This design comes from an exercise in tuning for small area, a short achievable clock period and few clock cycles per item on the open sky130 flow, not from production work. RTL that was checked went through simulation tests only; none was proved equivalent to the original. Only the layout flow was run in runs 1, 4 and 5; the RTL was not checked for function there.

$ cat flow/config.mk
export PLATFORM = sky130hd
export DESIGN_NAME = simon128_256
export DESIGN_NICKNAME = simon128_256
export VERILOG_FILES = /design/flow/design.v
export SDC_FILE = /design/flow/constraint.sdc
export NUM_CORES = 4
export LEC_CHECK = 0
export CAP_MARGIN = 20
export CORE_MARGIN = 2
export CORE_UTILIZATION = 40
export SETUP_SLACK_MARGIN = 2.5
export SLEW_MARGIN = 20
$ cat flow/constraint.sdc
create_clock -name core_clock -period 5.0 [get_ports {clk}]
set_input_delay 1.0000 -clock core_clock [delete_from_list [all_inputs] [get_ports {clk}]]
set_output_delay 1.0000 -clock core_clock [all_outputs]
set_load 0.01 [all_outputs]
$ cat flow/design.v
`timescale 1ns / 1ps
module simon128_256 (
  input  wire          clk       ,
  input  wire          rst       ,
  input  wire          key_valid ,
  output logic         key_ready ,
  input  wire  [255:0] key       ,
  input  wire          in_valid  ,
  output logic         in_ready  ,
  input  wire  [127:0] in_data   ,
  output logic         out_valid ,
  input  wire          out_ready ,
  output logic [127:0] out_data
);
  localparam integer R = 2;            
  localparam integer N = 72 / R;       
  localparam integer P = 6;            
  localparam logic [61:0] Z4 = 62'b11010001111001101011011000100000010111000011001010010011101111;
  function automatic logic zbit(input integer i);
    zbit = Z4[61 - (i % 62)];
  endfunction
  function automatic logic [63:0] rol(input logic [63:0] v, input integer n);
    rol = (v << n) | (v >> (64 - n));
  endfunction
  function automatic logic [63:0] ror(input logic [63:0] v, input integer n);
    ror = (v >> n) | (v << (64 - n));
  endfunction
  function automatic logic [6:0] zinit();
    for (int j = 0; j < 7; j++) zinit[j] = zbit(j);
  endfunction
  function automatic logic [6:0] zadv(input logic [6:0] zs);
    logic [R+6:0] e;
    e[6:0] = zs;
    for (int j = 7; j < R + 7; j++) e[j] = e[j-2] ^ e[j-3] ^ e[j-7];
    zadv = e[R +: 7];
  endfunction
  function automatic logic [127:0] rounds(input logic [127:0] s, input logic [64*R-1:0] rk);
    logic [63:0] x, y, t;
    x = s[127:64];
    y = s[63:0];
    for (int j = 0; j < R; j++) begin
      t = x;
      x = y ^ (rol(x, 1) & rol(x, 8)) ^ rol(x, 2) ^ rk[64*j +: 64];
      y = t;
    end
    rounds = {x, y};
  endfunction
  logic [255:0] kreg;        
  logic [255:0] ks;          
  logic [  6:0] zs;          
  logic         busy;        
  logic [  5:0] cnt;         
  logic         last;        
  logic [127:0] s  [0:P-1];  
  logic [P-1:0] tp;          
  logic [P-1:0] tc;          
  logic [63:0]      w [0:R+3];
  logic [63:0]      t [0:R-1];
  logic [64*R-1:0]  rk;
  always_comb begin
    for (int j = 0; j < 4; j++) w[j] = ks[64*j +: 64];
    for (int j = 0; j < R; j++) begin
      t[j]   = ror(w[j+3], 3) ^ w[j+1];
      w[j+4] = ~w[j] ^ t[j] ^ ror(t[j], 1) ^ {63'd0, zs[j]} ^ 64'd3;
      rk[64*j +: 64] = w[j];
    end
  end
  logic any_c, any_p, shift, start;
  assign any_c     = |tc;
  assign any_p     = |tp;
  assign key_ready = 1'b1;
  assign out_valid = ~busy & tc[0];
  assign out_data  = s[0];
  assign in_ready  = ~busy & ~tp[0] & (~tc[0] | out_ready);
  assign shift     = in_ready & (in_valid | any_c);
  assign start     = ~busy & ~any_c & any_p & (tp[0] | ~in_valid);
  for (genvar p = 0; p < P; p++) begin : g_lane
    logic [127:0] nxt;
    logic         nxt_p;
    if (p == P - 1) begin : g_top
      assign nxt   = in_data;
      assign nxt_p = in_valid;
    end else begin : g_mid
      assign nxt   = s[p+1];
      assign nxt_p = tp[p+1];
    end
    always_ff @(posedge clk) begin
      if (shift)     s[p] <= nxt;
      else if (busy) s[p] <= rounds(s[p], rk);
    end
    always_ff @(posedge clk) begin
      if (rst) begin
        tp[p] <= 1'b0;
        tc[p] <= 1'b0;
      end else if (shift) begin
        tp[p] <= nxt_p;
        tc[p] <= (p == P - 1) ? 1'b0 : tc[p+1];
      end else if (busy && last) begin
        tp[p] <= 1'b0;
        tc[p] <= tp[p];
      end
    end
  end
  always_ff @(posedge clk) begin
    if (rst)               busy <= 1'b0;
    else if (start)        busy <= 1'b1;
    else if (busy && last) busy <= 1'b0;
  end
  always_ff @(posedge clk) begin
    if (key_valid) kreg <= key;
  end
  always_ff @(posedge clk) begin
    if (busy) ks <= {w[R+3], w[R+2], w[R+1], w[R]};
    else      ks <= kreg;
  end
  always_ff @(posedge clk) begin
    if (!busy) cnt <= '0;
    else       cnt <= cnt + 1'b1;
  end
  always_ff @(posedge clk) begin
    if (rst)                zs <= zinit();
    else if (busy && !last) zs <= zadv(zs);
    else                    zs <= zinit();
  end
  always_ff @(posedge clk) begin
    if (rst) last <= 1'b0;
    else     last <= busy & (cnt == N - 2);
  end
endmodule
$ cat flow/flow/run.sh
#!/bin/bash
set -euo pipefail
export BUFFER_PORTS_ARGS="-buffer_cell sky130_fd_sc_hd__buf_1"
bash standard.sh finish > standard_flow.log 2>&1
$ cat flow/standard.sh
#!/bin/bash
# synth_recipe.tcl (not shown) runs the flow's synth.tcl, then flattens the netlist and writes it again
# the make line also repeats each setting of config.mk as NAME=value (left out here)
make -C /OpenROAD-flow-scripts/flow DESIGN_CONFIG=/design/flow/config.mk WORK_HOME=/design/flow/orfs CLKGATE_MAP_FILE= SYNTH_SCRIPT=/design/flow/synth_recipe.tcl "${@:-finish}"
==> results.toml, run 1 <==
[clock_network]
h-tree-depth = 4
clock_latency_ns = 0.85
cts_tree = "built"
cts_made_buffers = 154
clk_transition_reported_paths_ns = 0.06
clock_sinks = 1307
clk_path_buf_depth = 3
cts_hold_buffers = 0
cts_root_buf = "clkbuf_16"

[synth]
synth_xor_area_share_pct = 34.1
synth_cell_types = 37
synth_top_family_by_area = "XOR/XNOR gates"
synth-simple-area-share_pct = 11.9
ys_seq_elements = 1307
synth_top_area_share_pct = 39.2
synth_area_leaders = "edfxtp_1 (39%), xnor2_1 (12%), xnor3_1 (12%)"
syn-cell-area_um2 = 78400
ys_top_cells_by_count = "nor2_1 (1273), nand2_1 (1163), xnor2_1 (1109)"
syn_area_per_cell_um2 = 11.0
synth-warning-count = 4
synthAdderAreaFrac_pct = 0.0319
ys_seq_area_share_pct = 46.4
synth_async_sr_flop_share_pct = 0
synth-compound-area-share_pct = 3.32
synth_nets = 7541
synth.area.mux_share_pct = 2.08
synth_top_area_cell = "edfxtp_1"
ys.flop_type = "edfxtp_1"
postSynthCellCount = 7150
synth-edff-count = 1024
yosysMostFrequentCell = "nor2_1"

[cells_and_area]
area_growth_pct = 36.2
nets = 8595
final_cells = 10993
final_util_pct = 54.8
drive_above_1_share_pct = 27.1

[timing]
rsz0062_at_grt = "true"
finalHoldViolations = 0
worstMarginPinSlew_ns = 1.24
holdWs_ns = 0.330
drv_slew = 0
finalSetupViolCount = 0
min_period_over_period_pct = 57.5
slew_headroom_pct = 17.2
skew_ns = 0.0621
setup_ws_ns = 2.13
period_needed_ns = 2.87
clock.fmax_mhz = 348

[drt]
vias_per_cell = 6.05
antenna_left = 0
vias = 66554
wl_per_cell_um = 36.1
first_iter_violations = 11113
routed_wl_um = 397000
drc = 0
drt-pass1-iter-count = 8

[global_routing]
first_global_vias = 60153
antenna_found_initial = 26
grt_pass1_wl_um = 501000
grt_max_degree = 100
grt_overflow = 0
grt.total_usage_pct = 36.4

[setup_path]
required_ns = 5.58
cp-end-kind = "register"
arrival_ns = 3.45
worstSetupPathType = "register to register"
critPathMaxFanout = 6
critPathLaunchType = "register"

[floorplanning]
rows = 162
die_h_um = 447
dieWidth_um = 447
core_um2 = 195000
initial_core_util_pct = 40.2
io_pins = 520
dieArea_um2 = 200000

[placed_design]
dp_cells = 10102
dp_slack_ns = 1.50
io_buffer_count = 518
place.gp.congestion = 0.983
dp_hpwl_um = 241000

[run]
drv_cap = 0

[worst_hold_path]
min_path_type = "primary input to register"

[status]
outcome = "complete, no violations"
==> worst max-delay path, cell delays in order, from the launching register on <==
cell and delay, ns:
dfxtp_1 0.95, buf_4 0.40, xor2_1 0.19, xnor3_1 0.41, xnor2_1 0.21, xnor2_1 0.36, o21ai_2 0.08
==> sequential cells by signal (all words and copies together) (netlist names) <==
register / flops
last: 1
tc: 6
cnt: 6
kreg: 256
s: 768
busy: 1
tp: 6
ks: 256
zs: 7
==> cell families (layout without fill, tap and decap cells) <==
logic type / after synthesis / in the layout
buf+inv: 344 / 1522
simple gates: 2471 / 2474
fa+ha+maj: 2 / 2
mux: 145 / 145
compound gates: 514 / 515
flops: 1307 / 1307
xor+xnor: 2366 / 2366
other cells: 1 / 38
==> layout make-up <==
class	instances	area [um2]
diodes	37	92.6
clock buffers	208	4140
clock inverters	76	898
fillers	16190	88100
inverters	4	22.5
multi-input cells	5503	46600
flip-flops and latches	1307	36500
well taps	2624	3280
repair buffers	1234	15400
==> repair_timing <==
action / in CTS / in global routing
resized for setup: 1067 / 1334
pin swaps: 304 / 452
cloned: 167 / 165
hold endpoints to repair: 0 / 0
endpoints found under the setup margin: 1633 / 1529
buffers inserted: 190 / 48
==> placed cells by master, fill, tap and decap left out, drive strengths merged, types with 7 or more instances in the layout <==
master,n
a21oi,119
bufbuf,7
mux2,143
clkbuf,336
xor3,19
xnor3,415
dfxtp,283
edfxtp,1024
nand3,10
nand2,1163
o21ai,386
inv,8
xnor2,1109
buf,1099
clkinv,58
xor2,823
nor2,1273
diode,37
nand2b,8
and2,7
bufinv,11
==> layer usage <==
metal	routed length, um	track usage (%)	vias to the layer above
li1	-	-	25956
met1	132000	45.8	32289
met2	162000	52.2	6421
met3	61400	11.3	1862
met4	41400	27.7	26
met5	243	0	-
==> stage by stage <==
step | cell area [um2] | setup TNS (ns)
global route | 107000 | 0
global placement | 83600 | 0
floorplan | 78500 | -1937.42
detailed placement | 83600 | 0
finish | 107000 | 0
CTS | 98100 | 0
==> worst paths after layout <==
path | from | to | slack (ns) | cells past startpoint
hold / removal | key[11] | kreg[11]$_DFFE_PP_ | 0.33 | 1
setup / recovery | ks[59]$_DFF_P_ | s[5][125]$_DFFE_PP_ | 2.13 | 6
hold reg to reg | zs[3]$_SDFF_PP1_ | zs[1]$_SDFF_PP1_ | 0.42 | 1
setup reg to reg | ks[59]$_DFF_P_ | s[5][125]$_DFFE_PP_ | 2.13 | 6
==> run 2, diff against run 1 <==
--- a/flow/design.v
+++ b/flow/design.v
@@ -12,9 +12,9 @@
   input  wire          out_ready ,
   output logic [127:0] out_data
 );
-  localparam integer R = 2;            
+  localparam integer R = 3;            
   localparam integer N = 72 / R;       
-  localparam integer P = 6;            
+  localparam integer P = 4;            
   localparam logic [61:0] Z4 = 62'b11010001111001101011011000100000010111000011001010010011101111;
   function automatic logic zbit(input integer i);
     zbit = Z4[61 - (i % 62)];
--- a/flow/config.mk
+++ b/flow/config.mk
@@ -7,6 +7,8 @@
 export LEC_CHECK = 0
 export CAP_MARGIN = 20
 export CORE_MARGIN = 2
-export CORE_UTILIZATION = 40
-export SETUP_SLACK_MARGIN = 2.5
+export CORE_UTILIZATION = 60
+export CTS_CLUSTER_DIAMETER = 100
+export CTS_CLUSTER_SIZE = 20
+export SETUP_SLACK_MARGIN = 2.3
 export SLEW_MARGIN = 20
==> run 2 against run 1 <==
  * Final area decreased by 26%
  * Final cell count shrank 21%
  * Fmax grew 3.9%
  * Synthesized cell count shrank 7.5%
==> results.toml, run 2 <==
[global_routing]
grt_pass1_wl_um = 371000
grt_max_degree = 190
first_global_vias = 49707
antenna_found_initial = 9
grt_overflow = 0
grt.total_usage_pct = 42.6

[floorplanning]
initial_core_util_pct = 60.6
dieWidth_um = 353
die_h_um = 353
rows = 127
io_pins = 520
core_um2 = 120000
dieArea_um2 = 124000

[placed_design]
place_area_um2 = 76500
dp_hpwl_um = 217000
io_buffer_count = 518
place.gp.congestion = 1.05

[timing]
finalHoldViolations = 0
holdWs_ns = 0.414
min_period_over_period_pct = 55.3
skew_ns = 0.0561
rsz0062_at_grt = "true"
finalSetupViolCount = 0
period_needed_ns = 2.77
worstMarginPinSlew_ns = 1.27
slew_headroom_pct = 15.0
clock.fmax_mhz = 361
drv_slew = 0

[clock_network]
clk_transition_reported_paths_ns = 0.09
cts_hold_buffers = 0
clock_latency_ns = 0.76
cts_tree = "built"
cts_root_buf = "clkbuf_16"
h-tree-depth = 2
clock_sinks = 1047
cts_made_buffers = 60
clk_path_buf_depth = 3

[synth]
synth-warning-count = 4
yosysMostFrequentCell = "nand2_1"
syn-cell-area_um2 = 72900
syn_area_per_cell_um2 = 11.0
ys_seq_area_share_pct = 39.3
ys_top_cells_by_count = "nand2_1 (1567), xnor2_1 (1517), edfxtp_1 (768)"
synth_area_leaders = "edfxtp_1 (32%), xnor2_1 (18%), xnor3_1 (9.5%)"
ys_seq_elements = 1047
synth_top_area_share_pct = 31.6
synth_cell_types = 43
ys.flop_type = "edfxtp_1"
synth_nets = 7008
postSynthCellCount = 6617
synth_top_area_cell = "edfxtp_1"
synth_async_sr_flop_share_pct = 0
synth-edff-count = 768

[drt]
first_iter_violations = 8337
drc = 0
wl_per_cell_um = 31.2
antenna_left = 0
routed_wl_um = 271000
drt-pass1-iter-count = 6
vias_per_cell = 5.99
vias = 52017

[status]
outcome = "complete, no violations"

[cells_and_area]
largest_reg_flops = 512
fin_area_um2 = 79300
area_growth_pct = 8.78
largest_register = "s"
nets = 7415
layout_commonest_cell = "nand2_1"
largest_registers = "s (512), kreg (256), ks (256)"
fillers = 9816
drive_above_1_share_pct = 6.67
mostFrequentLayoutCells = "nand2_1 (1567), xnor2_1 (1472), edfxtp_1 (768)"

[setup_path]
critPathMaxFanout = 152
cp-end-kind = "register"
arrival_ns = 3.23
required_ns = 5.46
critPathLaunchType = "register"
worstSetupPathType = "register to register"

[worst_hold_path]
min_path_type = "register to register"

[run]
drv_cap = 0
==> run 2: cell count changes in the layout (fill, tap and decap cells not counted), sizes merged, moves of 236 or more <==
cell    delta
a21oi    +288
buf      -484
clkbuf   -245
edfxtp   -256
nand2    +404
nor2     -859
o21ai    -360
xnor2    +414
xor3     +236
==> run 2: kinds of logic (layout without fill, tap and decap cells) <==
group / Yosys count / after routing / share of synthesized area, %
other cells: 1 / 2 / 0.00514
buf+inv: 277 / 724 / 1.51
flops: 1047 / 1047 / 39.3
simple gates: 2007 / 2007 / 10.4
mux: 86 / 86 / 1.33
compound gates: 440 / 440 / 3.05
fa+ha+maj: 2 / 2 / 0.0343
xor+xnor: 2757 / 2757 / 44.4
==> run 2: repair_timing <==
item,in CTS,in global routing
resized for setup,111,101
hold endpoints to repair,0,0
setup buffers,8,30
cloned,0,1
pin swaps,1,1
setup endpoints to repair,170,240
==> run 2: critical path, stage by stage, from the launching register on <==
cell	delay (ns)
dfxtp_1	0.33
or4_1	0.65
o21ai_4	0.26
buf_4	0.41
buf_16	0.44
a21oi_1	0.17
==> run 2: per-stage QoR <==
step / util, % / cells / TNS [ns] / setup WS (ns)
global route: 65.9 / 8676 / 0 / 2.20
global placement: 63.6 / 8534 / 0 / 1.78
finish: 65.9 / 8677 / 0 / 2.23
CTS: 65.4 / 8644 / 0 / 2.28
detailed placement: 63.6 / 8534 / 0 / 1.74
floorplan: - / 6617 / -380.37 / -0.743
==> run 2: final cells by class <==
type | instances | area (um2) | area share [%]
Sequential cell | 1047 | 28800 | 36.4
Inverter | 4 | 22.5 | 0.0284
Clock inverter | 14 | 164 | 0.207
Antenna cell | 1 | 2.50 | 0.00316
Multi-Input combinational cell | 5293 | 43700 | 55.0
Clock buffer | 88 | 1640 | 2.07
Tap cell | 1612 | 2020 | 2.54
Timing Repair Buffer | 618 | 2970 | 3.75
==> run 2: metal layers <==
layer  wire (um)  GRT usage (%)
met5          30              0
met4       10400           14.2
met1      103000           60.3
met3       38600           10.4
met2      118000           64.3
==> run 2: worst paths after layout <==
path                           start            endpoint  slack, ns  cells past startpoint
setup / recovery  tc[3]$_SDFFE_PP0P_  s[0][68]$_DFFE_PP_       2.23                      5
hold / removal      zs[3]$_SDFF_PP1_    zs[0]$_SDFF_PP1_       0.41                      1
setup reg to reg  tc[3]$_SDFFE_PP0P_  s[0][68]$_DFFE_PP_       2.23                      5
hold reg to reg     zs[3]$_SDFF_PP1_    zs[0]$_SDFF_PP1_       0.41                      1
Testbench counts of run 2, summed over its fixed seeds: cycles 1,108, items 144.
==> run 3, diff against run 2 <==
--- a/flow/config.mk
+++ b/flow/config.mk
@@ -7,8 +7,6 @@
 export LEC_CHECK = 0
 export CAP_MARGIN = 20
 export CORE_MARGIN = 2
-export CORE_UTILIZATION = 60
-export CTS_CLUSTER_DIAMETER = 100
-export CTS_CLUSTER_SIZE = 20
+export CORE_UTILIZATION = 40
 export SETUP_SLACK_MARGIN = 2.3
 export SLEW_MARGIN = 20
==> run 3 against run 2 <==
  * Still clean
  * Final area is 7.4% higher
  * Count of clock-buffer cells in the layout rose by 55
  * Sequential share of layout area shrank 2.5 points
  * Via count up 1.7%
  * Die area increased by 49%
==> results.toml, run 3 <==
[global_routing]
first_global_vias = 51635
grt_max_degree = 179
grt.total_usage_pct = 33.3
grt_overflow = 0
antenna_found_initial = 8
grt_pass1_wl_um = 424000

[cells_and_area]
regArea_um2 = 28800
multi_input_area_um2 = 44200
diodes = 0
mostFrequentLayoutCells = "nand2_1 (1560), xnor2_1 (1438), edfxtp_1 (768)"
largest_registers = "s (512), kreg (256), ks (256)"
nets = 7689
largest_reg_flops = 512
fin_area_um2 = 85200
fillers = 16847
layout_commonest_cell = "nand2_1"
drive_above_1_share_pct = 13.1
area_growth_pct = 16.8
largest_register = "s"

[timing]
holdWs_ns = 0.368
period_needed_ns = 2.73
worstMarginPinSlew_ns = 1.17
finalSetupViolCount = 0
clock.fmax_mhz = 366
slew_headroom_pct = 21.1
finalHoldViolations = 0
drv_slew = 0
min_period_over_period_pct = 54.6
rsz0062_at_grt = "true"
skew_ns = 0.0429

[drt]
vias_per_cell = 5.41
vias = 52887
routed_wl_um = 316000
drt-pass1-iter-count = 6
antenna_left = 0
wl_per_cell_um = 32.4
drc = 0
first_iter_violations = 6701

[synth]
synth_nets = 7008
synth_top_area_share_pct = 31.6
synth_top_family_by_area = "XOR/XNOR gates"
synth_async_sr_flop_share_pct = 0
ys_seq_elements = 1047
ys_top_cells_by_count = "nand2_1 (1567), xnor2_1 (1517), edfxtp_1 (768)"
synth.area.mux_share_pct = 1.33
synthAdderAreaFrac_pct = 0.0343
yosysMostFrequentCell = "nand2_1"
synth_xor_area_share_pct = 44.4
synth_area_leaders = "edfxtp_1 (32%), xnor2_1 (18%), xnor3_1 (9.5%)"
synth_cell_types = 43
synth-warning-count = 4
synth_top_area_cell = "edfxtp_1"
synth-compound-area-share_pct = 3.05
syn_area_per_cell_um2 = 11.0
ys.flop_type = "edfxtp_1"
synth-edff-count = 768
postSynthCellCount = 6617
ys_seq_area_share_pct = 39.3
synth-simple-area-share_pct = 10.4
syn-cell-area_um2 = 72900

[setup_path]
path_cells = "buf_4 -> nand2_1 -> xnor3_2 -> nand2_2 -> xor3_2 -> nand2_1 -> xnor2_1 -> a21oi_1"
cpMostUsedCell = "nand2_1"
cp_slowest_cell = "xnor3_2"
critPathLaunchType = "register"
cp-end-kind = "register"
crit_family = "XOR/XNOR gates"
arrival_ns = 3.22
critPathMaxFanout = 4
path_depth = 8
reg2regPathDepth = 8
required_ns = 5.49
max_stage_delay_ns = 0.56
path_buf_inv = 1
worstSetupPathType = "register to register"

[clock_network]
clock_sinks = 1047
cts_root_buf = "clkbuf_16"
cts_made_buffers = 121
clk_path_buf_depth = 3
cts_hold_buffers = 0
h-tree-depth = 3
clk_transition_reported_paths_ns = 0.06
cts_tree = "built"
clock_latency_ns = 0.81

[floorplanning]
rows = 156
initial_core_util_pct = 40.3
dieArea_um2 = 186000
core_um2 = 181000
io_pins = 520
die_h_um = 431
dieWidth_um = 431

[placed_design]
dp_hpwl_um = 254000
io_buffer_count = 518
place.gp.congestion = 1.09
place_area_um2 = 77800

[status]
outcome = "complete, no violations"

[worst_hold_path]
holdPathStages = 1
min_path_type = "primary input to register"

[run]
drv_cap = 0
-- run 3: cell counts after synthesis --
No cell type changed its count.
-- run 3: through the flow --
stage	instances	TNS [ns]	setup slack (ns)	utilization (%)
3_5_place_dp	9312	0	1.60	43.0
5_1_grt	9776	0	2.24	47.1
4_1_cts	9691	0	2.26	46.3
6_report	9776	0	2.27	47.1
3_3_place_gp	9312	0	1.55	43.0
2_1_floorplan	6617	-380.37	-0.743	-
-- run 3: path summary, 6_finish.rpt --
kind	start	end	slack [ns]
hold / removal	key[86]	kreg[86]$_DFFE_PP_	0.37
hold reg to reg	zs[3]$_SDFF_PP1_	zs[0]$_SDFF_PP1_	0.43
setup reg to reg	s[0][68]$_DFFE_PP_	s[0][71]$_DFFE_PP_	2.27
setup / recovery	s[0][68]$_DFFE_PP_	s[0][71]$_DFFE_PP_	2.27
-- run 3: what timing repair did --
item | CTS | global route
cloned | 0 | 3
resized for setup | 223 | 165
setup endpoints to repair | 537 | 237
hold endpoints to repair | 0 | 0
pin swaps | 5 | 11
setup buffers | 148 | 82
-- run 3: layout make-up --
| cell class | count | area share [%] |
|---|---|---|
| Timing Repair Buffer | 830 | 5.86 |
| Inverter | 4 | 0.0264 |
| Multi-Input combinational cell | 5294 | 51.9 |
| Clock inverter | 88 | 1.14 |
| Tap cell | 2370 | 3.48 |
| Sequential cell | 1047 | 33.8 |
| Clock buffer | 143 | 3.75 |
-- run 3: worst reg2reg max path, stage by stage, from the launching register on --
cell	delay [ns]
edfxtp_1	0.40
buf_4	0.18
nand2_1	0.21
xnor3_2	0.56
nand2_2	0.26
xor3_2	0.47
nand2_1	0.11
xnor2_1	0.13
a21oi_1	0.09
-- run 3: cell families (layout without fill, tap and decap cells) --
family          count (synthesis)  after routing
xor+xnor                     2757           2757
buf+inv                       277           1065
fa+ha+maj                       2              2
compound gates                440            440
simple gates                 2007           2008
mux                            86             86
flops                        1047           1047
other cells                     1              1
-- run 3: routing by layer --
layer	vias up	global-route usage [%]	wire, um	share of wire (%)
met5	-	0	58	0.018
met2	2957	51.1	141000	44
met4	2	14.6	15700	5.0
li1	23136	-	-	-
met3	484	6.91	31200	9.9
met1	26308	45.3	129000	41
==> run 4, diff against run 3 <==
--- a/flow/design.v
+++ b/flow/design.v
@@ -68,7 +68,7 @@
   logic any_c, any_p, shift, start;
   assign any_c     = |tc;
   assign any_p     = |tp;
-  assign key_ready = 1'b1;
+  assign key_ready = ~busy & ~any_p;
   assign out_valid = ~busy & tc[0];
   assign out_data  = s[0];
   assign in_ready  = ~busy & ~tp[0] & (~tc[0] | out_ready);
@@ -107,7 +107,7 @@
     else if (busy && last) busy <= 1'b0;
   end
   always_ff @(posedge clk) begin
-    if (key_valid) kreg <= key;
+    if (key_valid && key_ready) kreg <= key;
   end
   always_ff @(posedge clk) begin
     if (busy) ks <= {w[R+3], w[R+2], w[R+1], w[R]};
==> run 4 against run 3 <==
  * Still clean on timing, DRC and antenna
  * Flip-flop and latch count unchanged
  * Via count up 2.5%
  * Register-to-register slack worse by 0.08 ns
  * Synthesized area up 0.36%
  * Critical path type unchanged
==> results.toml, run 4 <==
[clock_network]
cts_hold_buffers = 0
clock_sinks = 1047
cts_root_buf = "clkbuf_16"
h-tree-depth = 4
clk_transition_reported_paths_ns = 0.06
cts_tree = "built"
clock_latency_ns = 0.83
cts_made_buffers = 130
clk_path_buf_depth = 3

[placed_design]
place_area_um2 = 78000
dp_hpwl_um = 258000
dp_cells = 9317
io_buffer_count = 519
place.gp.congestion = 1.14
dp_slack_ns = 1.40

[timing]
skew_ns = 0.0495
drv_slew = 0
period_needed_ns = 2.81
rsz0062_at_grt = "true"
min_period_over_period_pct = 56.2
finalHoldViolations = 0
setup_ws_ns = 2.19
slew_headroom_pct = 20.0
finalSetupViolCount = 0
worstMarginPinSlew_ns = 1.19
clock.fmax_mhz = 356

[synth]
ys_seq_elements = 1047
synth_async_sr_flop_share_pct = 0
postSynthCellCount = 6623
synth_top_area_share_pct = 31.5
syn-cell-area_um2 = 73200
synth_cell_types = 43
ys.flop_type = "edfxtp_1"
synth_area_leaders = "edfxtp_1 (32%), xnor2_1 (18%), xnor3_1 (9.2%)"
synth-warning-count = 4
synth_top_area_cell = "edfxtp_1"
yosysMostFrequentCell = "nand2_1"
syn_area_per_cell_um2 = 11.0
synth_nets = 7014
ys_seq_area_share_pct = 39.2
ys_top_cells_by_count = "nand2_1 (1568), xnor2_1 (1475), edfxtp_1 (768)"
synth-edff-count = 768

[drt]
routed_wl_um = 326000
wl_per_cell_um = 33.1
drc = 0
first_iter_violations = 7105
vias = 54212
antenna_left = 0
vias_per_cell = 5.50
drt-pass1-iter-count = 8

[cells_and_area]
nets = 7779
fin_area_um2 = 86400
final_util_pct = 47.7
area_growth_pct = 18.1
largest_registers = "s (512), kreg (256), ks (256)"
drive_above_1_share_pct = 15.0
largest_reg_flops = 512
mostFrequentLayoutCells = "nand2_1 (1550), xnor2_1 (1387), edfxtp_1 (768)"
final_cells = 9865
largest_register = "s"
layout_commonest_cell = "nand2_1"

[setup_path]
arrival_ns = 3.32
critPathLaunchType = "register"
cp-end-kind = "register"
required_ns = 5.51
critPathMaxFanout = 4
worstSetupPathType = "register to register"

[global_routing]
antenna_found_initial = 16
grt_overflow = 0
grt_pass1_wl_um = 433000
first_global_vias = 52161
grt_max_degree = 188
grt.total_usage_pct = 34.1

[floorplanning]
dieArea_um2 = 186000
die_h_um = 432
io_pins = 520
core_um2 = 181000
initial_core_util_pct = 40.4
rows = 156
dieWidth_um = 432

[worst_hold_path]
min_path_type = "primary input to register"

[status]
outcome = "complete, no violations"

[run]
drv_cap = 0
run 4: cell count changes after synthesis, moves of 9 or more:
cell	before	now
xnor3_1	309	298
xor3_1	251	263
xnor2_2	4	16
xnor2_1	1517	1475
xor2_1	668	685
buf_2	20	45
buf_1	16	4
clkbuf_1	231	217
xor2_2	0	9
run 4: repair_timing:
item	in CTS	in global routing
hold endpoints to repair	0	0
setup endpoints to repair	404	387
gates resized for setup	277	194
setup buffers	193	113
gates cloned	0	3
pin swaps	19	26
run 4: final timing paths:
| path | depth (start not counted) | to | start | slack [ns] |
|---|---|---|---|---|
| max reg2reg | 8 | s[1][70]$_DFFE_PP_ | s[1][65]$_DFFE_PP_ | 2.19 |
| max | 8 | s[1][70]$_DFFE_PP_ | s[1][65]$_DFFE_PP_ | 2.19 |
| min reg2reg | 1 | zs[0]$_SDFF_PP1_ | zs[3]$_SDFF_PP1_ | 0.41 |
| min | 1 | kreg[107]$_DFFE_PP_ | key[107] | 0.36 |
run 4: cell families after synthesis:
family                   share of synthesized area [%]
AND/OR/NAND/NOR                                   10.4
buffers and inverters                             1.53
flip-flops                                        39.2
multiplexers                                      1.26
adder cells (fa/ha/maj)                         0.0342
XOR/XNOR                                          44.5
AO/OA/AOI/OAI                                     3.08
run 4: metrics by stage:
step	setup TNS [ns]	hold slack, ns
after floorplan	-385.91	0.386
after global placement	0	0.391
after detailed placement	0	0.404
after CTS	0	0.306
after global routing	0	0.337
final	0	0.362
run 4: layout make-up:
cell class                      count  area, um2
Clock buffer                      168       3580
Clock inverter                     66        584
Sequential cell                  1047      28800
Antenna cell                        5       12.5
Tap cell                         2370       2970
Inverter                            4       22.5
Timing Repair Buffer              904       5650
Fill cell                       16817      94900
Multi-Input combinational cell   5301      44800
run 4: metal layers:
metal / up-vias / global-route usage [%] / routed length, um
li1: 23341 / - / -
met4: 16 / 17.5 / 19300
met2: 3262 / 50.8 / 141000
met5: - / 0 / 115
met1: 26952 / 45.1 / 128000
met3: 641 / 9.75 / 37800
run 4: critical path, cell delays in order (launching register included):
cell and delay (ns):
edfxtp_1 0.37, buf_4 0.21, xor2_4 0.28, xnor3_2 0.40, xnor2_2 0.23, xor3_2 0.47
nand2_1 0.26, xnor2_1 0.18, a21oi_1 0.10
==> run 5, diff against run 4 <==
--- a/flow/config.mk
+++ b/flow/config.mk
@@ -8,5 +8,5 @@
 export CAP_MARGIN = 20
 export CORE_MARGIN = 2
 export CORE_UTILIZATION = 40
-export SETUP_SLACK_MARGIN = 2.3
+export SETUP_SLACK_MARGIN = 2.0
 export SLEW_MARGIN = 20
==> run 5 against run 4 <==
  * Register-to-register slack got worse by 0.32 ns
  * Routed wire length is 1.6% lower
  * Flip-flop and latch count did not move
  * Via count is 2.4% lower
  * Highest routed layer unchanged
==> results.toml, run 5 <==
[setup_path]
cp-end-kind = "register"
critPathMaxFanout = 4
required_ns = 5.52
arrival_ns = 3.65
path_cells = "xor2_4 -> xnor3_2 -> nand2_1 -> xor3_2 -> nand2_1 -> xnor2_1 -> a21oi_1"
max_stage_delay_ns = 0.58
crit_family = "XOR/XNOR gates"
critPathLaunchType = "register"
worstSetupPathType = "register to register"
cp_slowest_cell = "edfxtp_1"
path_buf_inv = 0
cpMostUsedCell = "nand2_1"

[clock_network]
clk_path_buf_depth = 3
cts_tree = "built"
clock_latency_ns = 0.83
clk_transition_reported_paths_ns = 0.06
clock_sinks = 1047
cts_root_buf = "clkbuf_16"
h-tree-depth = 4
cts_hold_buffers = 0
cts_made_buffers = 130

[placed_design]
dp_hpwl_um = 258000
place_area_um2 = 78000
dp_slack_ns = 1.40
place.gp.congestion = 1.14
io_buffer_count = 519

[cells_and_area]
area_growth_pct = 13.5
largest_registers = "s (512), kreg (256), ks (256)"
nets = 7531
final_util_pct = 45.8
mostFrequentLayoutCells = "nand2_1 (1567), xnor2_1 (1450), edfxtp_1 (768)"
fin_area_um2 = 83000
largest_register = "s"
drive_above_1_share_pct = 7.79
largest_reg_flops = 512
layout_commonest_cell = "nand2_1"

[synth]
synth_top_area_share_pct = 31.5
syn_area_per_cell_um2 = 11.0
postSynthCellCount = 6623
ys_seq_area_share_pct = 39.2
ys_seq_elements = 1047
synth-edff-count = 768
synth_nets = 7014
ys.flop_type = "edfxtp_1"
yosysMostFrequentCell = "nand2_1"
synth_cell_types = 43
synth_async_sr_flop_share_pct = 0
synth_top_area_cell = "edfxtp_1"
synth_area_leaders = "edfxtp_1 (32%), xnor2_1 (18%), xnor3_1 (9.2%)"
synth-warning-count = 4
syn-cell-area_um2 = 73200
ys_top_cells_by_count = "nand2_1 (1568), xnor2_1 (1475), edfxtp_1 (768)"

[timing]
setup_ws_ns = 1.87
holdWs_ns = 0.359
clock.fmax_mhz = 320
min_period_over_period_pct = 62.5
finalSetupViolCount = 0
finalHoldViolations = 0
slew_headroom_pct = 22.0
skew_ns = 0.0434
worstMarginPinSlew_ns = 1.16
drv_slew = 0
period_needed_ns = 3.13
rsz0062_at_grt = "true"

[global_routing]
grt_overflow = 0
grt_max_degree = 188
grt_pass1_wl_um = 429000
grt.total_usage_pct = 33.9
antenna_found_initial = 14
first_global_vias = 51338

[floorplanning]
io_pins = 520
dieArea_um2 = 186000
dieWidth_um = 432
initial_core_util_pct = 40.4
core_um2 = 181000
die_h_um = 432
rows = 156

[drt]
vias_per_cell = 5.51
antenna_left = 0
vias = 52937
drc = 0
wl_per_cell_um = 33.4
first_iter_violations = 7221
routed_wl_um = 321000
drt-pass1-iter-count = 8

[status]
outcome = "complete, no violations"

[run]
drv_cap = 0

[worst_hold_path]
min_path_type = "primary input to register"
run 5: area by class of cell:
type	instances	area, um2
tap	2370	2970
inverter	4	22.5
antenna	2	5.00
timing repair buffer	657	3370
fill	17018	98300
clock buffer	168	3580
clock inverter	66	584
sequential	1047	28700
multi-input combinational	5300	43800
run 5: kinds of logic (layout without fill, tap and decap cells):
group           after synthesis  count (layout)  share of synthesized area, %
xor+xnor                   2757            2757                          44.5
simple gates               2014            2014                          10.4
flops                      1047            1047                          39.2
compound gates              445             445                          3.08
buf+inv                     276             895                          1.53
mux                          82              82                          1.26
fa+ha+maj                     2               2                        0.0342
other cells                   0               2                             0
run 5: worst paths after layout:
path | from | to | slack [ns] | depth (start not counted)
hold reg to reg | zs[3]$_SDFF_PP1_ | zs[0]$_SDFF_PP1_ | 0.42 | 1
setup reg to reg | s[1][66]$_DFFE_PP_ | s[1][70]$_DFFE_PP_ | 1.87 | 7
setup / recovery | s[1][66]$_DFFE_PP_ | s[1][70]$_DFFE_PP_ | 1.87 | 7
hold / removal | key[107] | kreg[107]$_DFFE_PP_ | 0.36 | 1
run 5: what timing repair did:
action	CTS	global route
gates cloned	0	0
pin swaps	1	3
setup buffers	30	31
endpoints found under the setup margin	91	90
gates resized for setup	54	48
run 5: stage by stage:
stage	instances	TNS [ns]
6_report	9614	0
4_1_cts	9581	0
2_1_floorplan	6623	-385.91
3_5_place_dp	9317	0
3_3_place_gp	9317	0
5_1_grt	9612	0
run 5: metal layers:
layer | part of all wire, % | global-route usage [%] | up-vias
met5 | 0.13 | 0 | -
met4 | 5.7 | 17.1 | 12
met3 | 11 | 9.14 | 582
met2 | 43 | 50.4 | 3231
met1 | 40 | 45.3 | 26287
li1 | - | - | 22825
==> run 6, diff against run 5 <==
--- a/flow/design.v
+++ b/flow/design.v
@@ -73,7 +73,7 @@
   assign out_data  = s[0];
   assign in_ready  = ~busy & ~tp[0] & (~tc[0] | out_ready);
   assign shift     = in_ready & (in_valid | any_c);
-  assign start     = ~busy & ~any_c & any_p & (tp[0] | ~in_valid);
+  assign start     = (shift & tp[1]) | (~busy & ~any_c & any_p & (tp[0] | ~in_valid));
   for (genvar p = 0; p < P; p++) begin : g_lane
     logic [127:0] nxt;
     logic         nxt_p;
--- a/flow/config.mk
+++ b/flow/config.mk
@@ -7,6 +7,8 @@
 export LEC_CHECK = 0
 export CAP_MARGIN = 20
 export CORE_MARGIN = 2
-export CORE_UTILIZATION = 40
-export SETUP_SLACK_MARGIN = 2.0
+export CORE_UTILIZATION = 70
+export CTS_CLUSTER_DIAMETER = 100
+export CTS_CLUSTER_SIZE = 20
+export SETUP_SLACK_MARGIN = 2.3
 export SLEW_MARGIN = 20
==> run 6 against run 5 <==
  * Still clean
  * Via count grew 13%
  * Fmax shrank 2.0%
  * Final cell count shrank 10%
  * Synthesized cell count shrank 0.14%
  * Final area shrank 1.5%
  * Flip-flop and latch count is the same
  * Non-clock buffer count grew 149
  * Worst hold slack gained 0.0024 ns
  * Synthesized area is essentially flat
==> results.toml, run 6 <==
[synth]
synth_top_area_cell = "edfxtp_1"
synth_area_leaders = "edfxtp_1 (32%), xnor2_1 (18%), xnor3_1 (9.5%)"
syn-cell-area_um2 = 73200
ys_seq_area_share_pct = 39.1
synth_async_sr_flop_share_pct = 0
syn_area_per_cell_um2 = 11.1
synth-simple-area-share_pct = 10.3
synth-edff-count = 768
synth_top_area_share_pct = 31.5
synth.area.mux_share_pct = 1.49
yosysMostFrequentCell = "nand2_1"
ys_seq_elements = 1047
ys.flop_type = "edfxtp_1"
synth_cell_types = 43
synth-warning-count = 4
synth_top_family_by_area = "XOR/XNOR gates"
synth_xor_area_share_pct = 44.4
ys_top_cells_by_count = "nand2_1 (1566), xnor2_1 (1508), edfxtp_1 (768)"
synth-compound-area-share_pct = 2.97
synthAdderAreaFrac_pct = 0.0342
postSynthCellCount = 6614
synth_nets = 7005

[cells_and_area]
largest_registers = "s (512), kreg (256), ks (256)"
largest_register = "s"
layout_commonest_cell = "nand2_1"
fin_area_um2 = 81800
largest_reg_flops = 512
mostFrequentLayoutCells = "nand2_1 (1551), xnor2_1 (1420), edfxtp_1 (768)"
drive_above_1_share_pct = 12.4
area_growth_pct = 11.7
nets = 7604

[placed_design]
place.gp.congestion = 1.14
place_area_um2 = 76600
dp_hpwl_um = 226000
io_buffer_count = 519

[global_routing]
grt_pass1_wl_um = 415000
grt.total_usage_pct = 56.0
antenna_found_initial = 19
grt_overflow = 0
grt_max_degree = 205
first_global_vias = 55571

[setup_path]
path_cells = "xnor2_2 -> xor3_2 -> xor2_4 -> xor3_2 -> xnor2_2 -> xor3_1 -> a21oi_1"
required_ns = 5.73
path_buf_inv = 0
arrival_ns = 3.92
crit_family = "XOR/XNOR gates"
cp_slowest_cell = "xnor2_2"
cp-end-kind = "register"
max_stage_delay_ns = 0.63
worstSetupPathType = "register to register"
critPathMaxFanout = 3
critPathLaunchType = "register"

[timing]
skew_ns = 0.0610
finalHoldViolations = 0
slew_headroom_pct = 10.0
clock.fmax_mhz = 314
holdWs_ns = 0.362
worstMarginPinSlew_ns = 1.34
period_needed_ns = 3.19
min_period_over_period_pct = 63.8
rsz0062_at_grt = "true"
finalSetupViolCount = 0
drv_slew = 0

[run]
drv_cap = 0

[drt]
vias_per_cell = 6.92
wl_per_cell_um = 37.0
antenna_left = 0
first_iter_violations = 12871
routed_wl_um = 320000
drc = 0
drt-pass1-iter-count = 14
vias = 59846

[worst_hold_path]
min_path_type = "primary input to register"

[clock_network]
clock_latency_ns = 0.81
cts_hold_buffers = 0
clock_sinks = 1047
h-tree-depth = 2
cts_root_buf = "clkbuf_16"
cts_made_buffers = 60
clk_transition_reported_paths_ns = 0.09
clk_path_buf_depth = 3
cts_tree = "built"

[floorplanning]
dieWidth_um = 327
die_h_um = 327
rows = 118
dieArea_um2 = 107000
io_pins = 520
core_um2 = 104000
initial_core_util_pct = 70.6

[status]
outcome = "complete, no violations"
[run 6: changes by cell type in the layout (fill, tap and decap cells not counted), moves of 51 or more]
cell       change
xor3_2        +62
xnor2_2       +61
clkbuf_16     -77
xnor3_2       +58
xnor3_1       -51
dfxtp_1       -64
xor3_1        -82
buf_4        +143
[run 6: final timing paths]
path	start	end	slack (ns)	cells past startpoint
setup reg to reg	ks[240]$_DFF_P_	ks[230]$_DFF_P_	1.81	7
hold reg to reg	zs[3]$_SDFF_PP1_	zs[0]$_SDFF_PP1_	0.42	1
setup / recovery	ks[240]$_DFF_P_	ks[230]$_DFF_P_	1.81	7
hold / removal	key[24]	kreg[24]$_DFFE_PP_	0.36	1
[run 6: timing repair]
action	4_1_cts	5_1_grt
cloned	2	0
gates resized for setup	184	260
buffers inserted	69	143
endpoints found under the setup margin	1080	516
pin swaps	7	17
[run 6: kinds of logic after synthesis]
kind of cell	after synthesis
flops	1047
fa+ha+maj	2
xor+xnor	2768
buf+inv	272
simple gates	1997
compound gates	431
mux	97
[run 6: cell type report]
type	count	area, um2
Tap cell	1380	1730
Timing Repair Buffer	806	4610
Clock buffer	99	1650
Inverter	3	18.8
Clock inverter	9	163
Antenna cell	12	30.0
Multi-Input combinational cell	5295	44700
Fill cell	6159	21900
Sequential cell	1047	28800
[run 6: worst reg2reg max path, cell delays in order, from the launching register on]
cell and delay (ns):
dfxtp_1 0.40, xnor2_2 0.64, xor3_2 0.59, xor2_4 0.21, xor3_2 0.48, xnor2_2 0.30
xor3_1 0.39, a21oi_1 0.16
[run 6: per-layer routing]
| metal | track usage, % | vias to the layer above | share of wire, % |
|---|---|---|---|
| met1 | 65.6 | 27803 | 30 |
| met2 | 80.2 | 6865 | 40 |
| met5 | 0 | - | 0.20 |
| li1 | - | 22886 | - |
| met3 | 19.7 | 2258 | 17 |
| met4 | 53.1 | 34 | 13 |
[run 6: stage by stage]
stage / util (%) / std cells / setup TNS (ns) / setup slack [ns]
global placement: 73.9 / 8317 / 0 / 1.31
CTS: 76.8 / 8496 / 0 / 2.16
global route: 78.9 / 8641 / 0 / 1.89
detailed placement: 73.9 / 8317 / 0 / 1.30
finish: 78.9 / 8651 / 0 / 1.81
floorplan: - / 6614 / -332.15 / -0.649
Testbench counts of run 6, summed over its fixed seeds: cycles 1,072, items 144.
==> run 7, diff against run 6 <==
--- a/flow/config.mk
+++ b/flow/config.mk
@@ -5,9 +5,10 @@
 export SDC_FILE = /design/flow/constraint.sdc
 export NUM_CORES = 4
 export LEC_CHECK = 0
+export ABC_AREA = 1
 export CAP_MARGIN = 20
 export CORE_MARGIN = 2
-export CORE_UTILIZATION = 70
+export CORE_UTILIZATION = 60
 export CTS_CLUSTER_DIAMETER = 100
 export CTS_CLUSTER_SIZE = 20
 export SETUP_SLACK_MARGIN = 2.3
==> run 7 against run 6 <==
  * Final cell count grew 67%
  * Routed wire length is 23% higher
  * Clock skew is 0.0060 ns lower
  * Register-to-register slack better by 0.05 ns
  * Synthesized cell count increased by 73%
  * Die area is 27% higher
  * Critical path type unchanged
==> results.toml, run 7 <==
[drt]
first_iter_violations = 16604
vias_per_cell = 6.32
wl_per_cell_um = 27.4
drc = 0
antenna_left = 0
routed_wl_um = 395000
drt-pass1-iter-count = 10
vias = 91081

[setup_path]
arrival_ns = 3.75
path_cells = "inv_1 -> nand2_1 -> nand2_1 -> inv_1 -> nand2_1 -> nand2_1 -> nand2_1 -> nand2_1 -> nand3_1 -> nand3_1 -> nand2_1"
required_ns = 5.61
cpMostUsedCell = "nand2_1"
critPathMaxFanout = 8
worstSetupPathType = "register to register"
max_stage_delay_ns = 0.80
cp_slowest_cell = "dfxtp_1"
cp-end-kind = "register"
reg2regPathDepth = 11
critPathLaunchType = "register"

[cells_and_area]
largest_reg_flops = 512
layout_commonest_cell = "nand2_1"
final_cells = 14407
nets = 12963
mostFrequentLayoutCells = "nand2_1 (4572), nand3_1 (1590), inv_1 (1213)"
largest_register = "s"
largest_registers = "s (512), kreg (256), ks (256)"
area_growth_pct = 21.5
drive_above_1_share_pct = 14.9

[clock_network]
cts_made_buffers = 66
cts_tree = "built"
cts_root_buf = "clkbuf_16"
clk_transition_reported_paths_ns = 0.10
clock_latency_ns = 0.75
clk_path_buf_depth = 3
h-tree-depth = 3
clock_sinks = 1047

[timing]
fin_tns_setup_ns = 0
period_needed_ns = 3.14
skew_ns = 0.0550
drv_slew = 0
rsz0062_at_grt = "true"
worstMarginPinSlew_ns = 0.958
clock.fmax_mhz = 318
finalSetupViolCount = 0
slew_headroom_pct = 36.0
min_period_over_period_pct = 62.8
finalHoldViolations = 0

[floorplanning]
initial_core_util_pct = 60.6
dieWidth_um = 369
die_h_um = 369
rows = 133
core_um2 = 132000
dieArea_um2 = 136000
io_pins = 520

[synth]
ys.flop_type = "edfxtp_1"
ys_top_cells_by_count = "nand2_1 (4673), nand3_1 (1600), inv_1 (1244)"
postSynthCellCount = 11447
synth_cell_types = 40
synth_area_leaders = "edfxtp_1 (29%), nand2_1 (22%), xor2_1 (11%)"
synth_async_sr_flop_share_pct = 0
syn_area_per_cell_um2 = 6.99
ys_seq_elements = 1047
synth-edff-count = 768
synth-warning-count = 4
synth_nets = 11838
yosysMostFrequentCell = "nand2_1"
syn-cell-area_um2 = 80000
synth_top_area_share_pct = 28.8
ys_seq_area_share_pct = 35.8
synth_top_area_cell = "edfxtp_1"

[placed_design]
dp_hpwl_um = 289000
dp_cells = 13422
place.gp.congestion = 1.14
io_buffer_count = 519

[worst_hold_path]
min_path_type = "primary input to register"
holdPathStages = 1

[status]
outcome = "complete, no violations"

[global_routing]
grt_max_degree = 151
first_global_vias = 79621
antenna_found_initial = 36
grt_overflow = 0
grt_pass1_wl_um = 533000
grt.total_usage_pct = 54.3

[run]
drv_cap = 0
-- run 7: changes by cell type after synthesis, moves of 96 or more --
cell and delta:
nand2_1 +3107, nand3_1 +1594, inv_1 +1241, xnor2_1 -1001, a21oi_1 -391, o21ai_0 +385, xnor3_1 -310, xor2_1 +290
nor2_1 -245, xor3_1 -244, mux2_2 -96
-- run 7: cell families after synthesis --
family                     count (synthesis)  share of synthesized area, %
AOI/OAI and AO/OA                        580                          3.78
xor gates and xnor gates                1580                          18.4
buffers and inverters                   1653                          8.06
DFF                                     1047                          35.8
and+or+nand+nor                         6585                          33.9
adders and majority gates                  2                        0.0313
-- run 7: timing repair --
action	CTS	global route
endpoints found under the hold margin	0	0
endpoints found under the setup margin	343	538
hold buffers	0	0
cloned	5	1
gates resized for setup	357	503
buffers inserted	333	498
pin swaps	50	79
-- run 7: routing by layer --
layer	vias up	global-route usage [%]	part of all wire (%)
met4	30	37.1	10
met1	41520	66.5	32
met2	8716	75.7	39
li1	38083	-	-
met5	-	0.463	0.054
met3	2732	24.9	19
-- run 7: per-stage QoR --
| stage | setup slack (ns) | area, um2 | hold slack, ns | utilization [%] |
|---|---|---|---|---|
| finish | 1.86 | 97200 | 0.415 | 73.6 |
| global route | 1.88 | 97100 | 0.415 | 73.6 |
| CTS | 2.28 | 90700 | 0.407 | 68.7 |
| detailed placement | 1.37 | 83300 | 0.406 | 63.1 |
| global placement | 1.30 | 83300 | 0.399 | 63.1 |
| floorplan | -2.92 | 80100 | 0.393 | - |
-- run 7: layout make-up --
cell class,count,area [um2]
Multi-Input combinational cell,8747,49500
Timing Repair inverter,1,11.3
Clock inverter,17,165
Tap cell,1755,2200
Inverter,1291,4910
Timing Repair Buffer,1418,9600
Fill cell,10234,34800
Sequential cell,1047,28900
Clock buffer,104,1890
Antenna cell,27,67.6
-- run 7: path summary, 6_finish.rpt --
kind	startpoint	end	slack, ns
setup / recovery	ks[185]$_DFF_P_	ks[245]$_DFF_P_	1.86
hold / removal	key[168]	kreg[168]$_DFFE_PP_	0.41
setup reg to reg	ks[185]$_DFF_P_	ks[245]$_DFF_P_	1.86
hold reg to reg	zs[3]$_SDFF_PP1_	zs[0]$_SDFF_PP1_	0.43
-- run 7: worst max-delay path, delay by kind of cell (launching register included) --
kind / cells / cell delay (ns)
buf+inv: 2 / 0.55
flops: 1 / 0.80
simple gates: 9 / 1.64
==> run 8, diff against run 7 <==
--- a/flow/config.mk
+++ b/flow/config.mk
@@ -5,11 +5,11 @@
 export SDC_FILE = /design/flow/constraint.sdc
 export NUM_CORES = 4
 export LEC_CHECK = 0
-export ABC_AREA = 1
 export CAP_MARGIN = 20
 export CORE_MARGIN = 2
 export CORE_UTILIZATION = 60
 export CTS_CLUSTER_DIAMETER = 100
 export CTS_CLUSTER_SIZE = 20
+export GPL_TIMING_DRIVEN = 1
 export SETUP_SLACK_MARGIN = 2.3
 export SLEW_MARGIN = 20
==> run 8 against run 7 <==
  * Global-route usage fell by 8.3 points
  * Critical path depth fell by 4
  * Register-to-register slack improved by 0.30 ns
  * Clock skew fell by 0.0066 ns
  * Core utilization fell by 5.9 points
  * Final cell count fell by 38%
  * Worst hold slack got worse by 0.0056 ns
  * Routed wire length fell by 25%
  * Critical path type unchanged
  * Highest routed layer unchanged
==> results.toml, run 8 <==
[synth]
ys_top_cells_by_count = "nand2_1 (1566), xnor2_1 (1508), edfxtp_1 (768)"
synth_top_area_share_pct = 31.5
syn-cell-area_um2 = 73200
synth-edff-count = 768
ys_seq_area_share_pct = 39.1
synth_area_leaders = "edfxtp_1 (32%), xnor2_1 (18%), xnor3_1 (9.5%)"
synth_cell_types = 43
yosysMostFrequentCell = "nand2_1"
synth-warning-count = 4
synth_nets = 7005
syn_area_per_cell_um2 = 11.1
synth_async_sr_flop_share_pct = 0
postSynthCellCount = 6614
ys_seq_elements = 1047
synth_top_area_cell = "edfxtp_1"
ys.flop_type = "edfxtp_1"

[setup_path]
path_cells = "xor3_1 -> xnor2_1 -> xnor2_1 -> xnor2_1 -> xnor2_1 -> xnor2_1 -> a21oi_1"
arrival_ns = 3.42
required_ns = 5.58
critPathLaunch = "ks[18]$_DFF_P_"
timing.rr.end = "ks[202]$_DFF_P_"
max_stage_delay_ns = 0.55
reg2reg_slack_ns = 2.15
worstSetupPathType = "register to register"
cp-end-kind = "register"
r2r-start = "ks[18]$_DFF_P_"
cpMostUsedCell = "xnor2_1"
cp_slowest_cell = "dfxtp_2"
critPathMaxFanout = 5
worstSetupEndpoint = "ks[202]$_DFF_P_"
critPathLaunchType = "register"
reg2regPathDepth = 7

[drt]
first_iter_violations = 9337
vias_per_cell = 6.16
vias = 55045
antenna_left = 0
drt-pass1-iter-count = 9
routed_wl_um = 297000
wl_per_cell_um = 33.2
drc = 0

[floorplanning]
die_h_um = 353
io_pins = 520
dieWidth_um = 353
core_um2 = 121000
dieArea_um2 = 125000
initial_core_util_pct = 60.3
rows = 128

[worst_hold_path]
min_path_type = "primary input to register"

[timing]
finalSetupViolCount = 0
rsz0062_at_grt = "true"
slew_headroom_pct = 9.45
min_period_over_period_pct = 56.9
drv_slew = 0
holdWs_ns = 0.409
period_needed_ns = 2.85
clock.fmax_mhz = 351
finalHoldViolations = 0
worstMarginPinSlew_ns = 1.35
skew_ns = 0.0485

[global_routing]
antenna_found_initial = 4
grt_overflow = 0
grt_pass1_wl_um = 397000
grt_max_degree = 213
first_global_vias = 51051
grt.total_usage_pct = 45.9

[clock_network]
clock_latency_ns = 0.77
cts_root_buf = "clkbuf_16"
clock_sinks = 1047
clk_path_buf_depth = 3
h-tree-depth = 2
cts_tree = "built"
clk_transition_reported_paths_ns = 0.09
cts_made_buffers = 60
cts_hold_buffers = 0

[cells_and_area]
area_growth_pct = 12.4
largest_registers = "s (512), kreg (256), ks (256)"
largest_register = "s"
mostFrequentLayoutCells = "nand2_1 (1562), xnor2_1 (1437), edfxtp_1 (768)"
layout_commonest_cell = "nand2_1"
final_cells = 8937
drive_above_1_share_pct = 12.3
nets = 7644
largest_reg_flops = 512

[run]
drv_cap = 0

[placed_design]
dp_cells = 8562
dp_hpwl_um = 229000
io_buffer_count = 519
place.gp.congestion = 1.09

[status]
outcome = "complete, no violations"
## run 8: changes by cell type after synthesis, moves of 290 or more
cell and delta:
nand2_1 -3107, nand3_1 -1594, inv_1 -1241, xnor2_1 +1001, a21oi_1 +391, o21ai_0 -385, xnor3_1 +310, xor2_1 -290
## run 8: layout make-up
cell class                      instances  area, um2
Inverter                                3       18.8
Clock inverter                         10        154
Antenna cell                            8       20.0
Tap cell                             1625       2030
Clock buffer                          103       1730
Multi-Input combinational cell       5295      44400
Sequential cell                      1047      28800
Fill cell                            9371      39100
Timing Repair Buffer                  846       5050
## run 8: per-layer routing
layer / wire [um] / track usage, %
met1: 108000 / 62.9
met2: 124000 / 66.3
met3: 46900 / 15.1
met4: 17600 / 21.4
met5: 27 / 0
## run 8: worst max-delay path, delay by kind of cell, from the launching register on
| kind | cells | cell delay, ns |
|---|---|---|
| DFF | 1 | 0.55 |
| AOI/OAI and AO/OA | 1 | 0.09 |
| xor gates and xnor gates | 6 | 2.03 |
## run 8: logic make-up (layout without fill, tap and decap cells)
kind of cell               Yosys count  count (layout)  share of synthesized area (%)
other                                0               8                              0
and+or+nand+nor                   1997            1997                           10.3
xor gates and xnor gates          2768            2768                           44.4
AOI/OAI and AO/OA                  431             431                           2.97
buffers and inverters              272             962                           1.58
muxes                               97              97                           1.49
DFF                               1047            1047                           39.1
adders and majority gates            2               2                         0.0342
## run 8: worst min-delay path by stage
stage | startpoint | endpoint | slack, ns | depth (start not counted)
6_report | key[91] | kreg[91]$_DFFE_PP_ | 0.41 | 1
5_1_grt | key[44] | kreg[44]$_DFFE_PP_ | 0.41 | 1
3_3_place_gp | zs[3]$_SDFF_PP1_ | zs[0]$_SDFF_PP1_ | 0.39 | 1
4_1_cts | key[152] | kreg[152]$_DFFE_PP_ | 0.38 | 1
2_1_floorplan | zs[3]$_SDFF_PP1_ | zs[0]$_SDFF_PP1_ | 0.39 | 1
3_5_place_dp | zs[3]$_SDFF_PP1_ | zs[0]$_SDFF_PP1_ | 0.40 | 1
## run 8: what timing repair did
action	4_1_cts	5_1_grt
pin swaps	8	9
gates cloned	1	4
buffers inserted	112	134
endpoints found under the setup margin	513	235
resized for setup	193	195
## run 8: through the flow
step                worst slack [ns]  util [%]  TNS (ns)  instance area [um2]
global route                    2.14      67.8         0                82300
global placement                1.71      63.4         0                76900
floorplan                     -0.649         -   -332.15                73200
CTS                             2.25      66.2         0                80400
finish                          2.15      67.8         0                82300
detailed placement              1.73      63.4         0                76900
==> run 9, diff against run 8 <==
--- a/flow/config.mk
+++ b/flow/config.mk
@@ -10,6 +10,5 @@
 export CORE_UTILIZATION = 60
 export CTS_CLUSTER_DIAMETER = 100
 export CTS_CLUSTER_SIZE = 20
-export GPL_TIMING_DRIVEN = 1
 export SETUP_SLACK_MARGIN = 2.3
 export SLEW_MARGIN = 20
==> run 9 against run 8 <==
  * Final area is the same
  * Fmax unchanged
  * Global-route usage stayed put
  * Clock skew unchanged
  * Largest cell class unchanged
  * Flip-flop and latch count did not move
  * Count of clock-buffer cells in the layout unchanged
  * Synthesized cell count stayed put
==> results.toml, run 9 <==
[status]
outcome = "complete, no violations"

[synth]
yosysMostFrequentCell = "nand2_1"
synth_cell_types = 43
syn_area_per_cell_um2 = 11.1
ys_top_cells_by_count = "nand2_1 (1566), xnor2_1 (1508), edfxtp_1 (768)"
ys_seq_elements = 1047
syn-cell-area_um2 = 73200
postSynthCellCount = 6614
synth_nets = 7005
synth_async_sr_flop_share_pct = 0
ys_seq_area_share_pct = 39.1
synth-warning-count = 4
synth_top_area_share_pct = 31.5
synth_top_area_cell = "edfxtp_1"
ys.flop_type = "edfxtp_1"
synth-edff-count = 768
synth_area_leaders = "edfxtp_1 (32%), xnor2_1 (18%), xnor3_1 (9.5%)"

[setup_path]
cpMostUsedCell = "xnor2_1"
r2r-start = "ks[18]$_DFF_P_"
path_cells = "xor3_1 -> xnor2_1 -> xnor2_1 -> xnor2_1 -> xnor2_1 -> xnor2_1 -> a21oi_1"
critPathLaunch = "ks[18]$_DFF_P_"
critPathLaunchType = "register"
timing.rr.end = "ks[202]$_DFF_P_"
critPathMaxFanout = 5
arrival_ns = 3.42
reg2regPathDepth = 7
cp_slowest_cell = "dfxtp_2"
max_stage_delay_ns = 0.55
worstSetupPathType = "register to register"
cp-end-kind = "register"
required_ns = 5.58
reg2reg_slack_ns = 2.15

[floorplanning]
dieWidth_um = 353
rows = 128
io_pins = 520
core_um2 = 121000
dieArea_um2 = 125000
die_h_um = 353
initial_core_util_pct = 60.3

[cells_and_area]
largest_reg_flops = 512
drive_above_1_share_pct = 12.3
final_util_pct = 67.8
largest_registers = "s (512), kreg (256), ks (256)"
largest_register = "s"
mostFrequentLayoutCells = "nand2_1 (1562), xnor2_1 (1437), edfxtp_1 (768)"
layout_commonest_cell = "nand2_1"
nets = 7644
area_growth_pct = 12.4

[clock_network]
h-tree-depth = 2
cts_made_buffers = 60
clk_transition_reported_paths_ns = 0.09
cts_tree = "built"
clock_sinks = 1047
clk_path_buf_depth = 3
cts_root_buf = "clkbuf_16"
clock_latency_ns = 0.77

[global_routing]
grt_pass1_wl_um = 397000
antenna_found_initial = 4
grt_overflow = 0
first_global_vias = 51051
grt_max_degree = 213
grt.total_usage_pct = 45.9

[drt]
drt-pass1-iter-count = 9
first_iter_violations = 9337
vias = 55045
routed_wl_um = 297000
antenna_left = 0
drc = 0
vias_per_cell = 6.16
wl_per_cell_um = 33.2

[timing]
skew_ns = 0.0485
min_period_over_period_pct = 56.9
rsz0062_at_grt = "true"
finalHoldViolations = 0
slew_headroom_pct = 9.45
worstMarginPinSlew_ns = 1.35
finalSetupViolCount = 0
drv_slew = 0
period_needed_ns = 2.85
clock.fmax_mhz = 351
holdWs_ns = 0.409

[run]
drv_cap = 0

[worst_hold_path]
min_to = "kreg[91]$_DFFE_PP_"
min_path_type = "primary input to register"
holdPathStages = 1
hold_start = "key[91]"

[placed_design]
place.gp.congestion = 1.09
dp_hpwl_um = 229000
io_buffer_count = 519
-- run 9: cell counts after synthesis --
No cell type changed its count.
-- run 9: cell families after synthesis --
group | after synthesis | share of synthesized area, %
muxes | 97 | 1.49
AOI/OAI and AO/OA | 431 | 2.97
and+or+nand+nor | 1997 | 10.3
adders and majority gates | 2 | 0.0342
buffers and inverters | 272 | 1.58
xor gates and xnor gates | 2768 | 44.4
DFF | 1047 | 39.1
-- run 9: worst max path at each step --
stage | to | depth (start not counted)
after floorplan | s[0][0]$_DFFE_PP_ | 5
after CTS | s[3][109]$_DFFE_PP_ | 7
after global placement | s[3][109]$_DFFE_PP_ | 7
after detailed placement | s[3][109]$_DFFE_PP_ | 7
final | ks[202]$_DFF_P_ | 7
after global routing | ks[202]$_DFF_P_ | 7
-- run 9: metrics by stage --
step	std cells	setup TNS, ns	worst slack [ns]	instance area [um2]
2_1_floorplan	6614	-332.15	-0.649	73200
3_3_place_gp	8562	0	1.71	76900
3_5_place_dp	8562	0	1.73	76900
5_1_grt	8929	0	2.14	82300
4_1_cts	8788	0	2.25	80400
6_report	8937	0	2.15	82300
-- run 9: what timing repair did --
action | in CTS | in global routing
resized for setup | 193 | 195
setup endpoints to repair | 513 | 235
pin swaps | 8 | 9
hold buffers | 0 | 0
setup buffers | 112 | 134
cloned | 1 | 4
-- run 9: final cells by class --
class | count | area, um2
multi-input combinational | 5295 | 44400
fill | 9371 | 39100
sequential | 1047 | 28800
timing repair buffer | 846 | 5050
tap | 1625 | 2030
clock buffer | 103 | 1730
clock inverter | 10 | 154
antenna | 8 | 20.0
inverter | 3 | 18.8
-- run 9: critical path, delay by kind of cell, from the launching register on --
kind	cells	cell delay, ns
AO/OA/AOI/OAI	1	0.09
flip-flops	1	0.55
XOR/XNOR	6	2.03
-- run 9: routing by layer --
metal	wire (um)	track usage [%]	share of wire, %	up-vias
li1	-	-	-	22981
met1	108000	62.9	36	26838
met2	124000	66.3	42	4450
met3	46900	15.1	16	772
met4	17600	21.4	5.9	4
met5	27	0	0.0091	-

## port drivers added, routing unchanged
No port has a modelled driver above. Below, the same layouts with a new extraction and two added sets of constraints.
Step 1, drivers: a clkbuf_16 drives clk and a buf_2 each remaining input, both assumed.
Step 2, shift: input delay + t, output delay - t, t = (earliest + latest rising clock arrival at the registers) / 2. This alone moves slack from input paths to output paths.
Slacks: ideal / step 1 / step 2; pairs: ideal / step 1.
run | t, ns | setup WS [ns] | hold slack, ns | clock arrival spread, ns | worst data-port slew with drivers (ns)
run 1 | 0.910 | 2.125 / 2.125 / 1.409 | 0.330 / 0.265 / 0.419 | 0.066 / 0.066 | 0.16
run 2 | 0.812 | 2.233 / 2.233 / 1.823 | 0.414 / 0.383 / 0.414 | 0.059 / 0.059 | 0.11
run 3 | 0.877 | 2.269 / 2.225 / 1.719 | 0.368 / 0.300 / 0.433 | 0.044 / 0.043 | 0.06
run 4 | 0.894 | 2.190 / 2.156 / 1.571 | 0.362 / 0.299 / 0.415 | 0.050 / 0.050 | 0.05
run 5 | 0.896 | 1.874 / 1.874 / 1.559 | 0.359 / 0.297 / 0.416 | 0.043 / 0.044 | 0.05
run 6 | 0.865 | 1.812 / 1.812 / 1.530 | 0.362 / 0.303 / 0.419 | 0.062 / 0.063 | 0.08
run 7 | 0.814 | 1.858 / 1.858 / 1.705 | 0.415 / 0.354 / 0.431 | 0.055 / 0.055 | 0.20
run 8 | 0.824 | 2.154 / 2.154 / 1.649 | 0.409 / 0.347 / 0.423 | 0.055 / 0.055 | 0.13
run 9 | 0.824 | 2.154 / 2.154 / 1.649 | 0.409 / 0.347 / 0.423 | 0.055 / 0.055 | 0.13
After both steps every run listed still meets setup and hold. The setup slack of run 1, which loses most, moves by 0.000 ns with the drivers and by -0.716 ns with both steps.
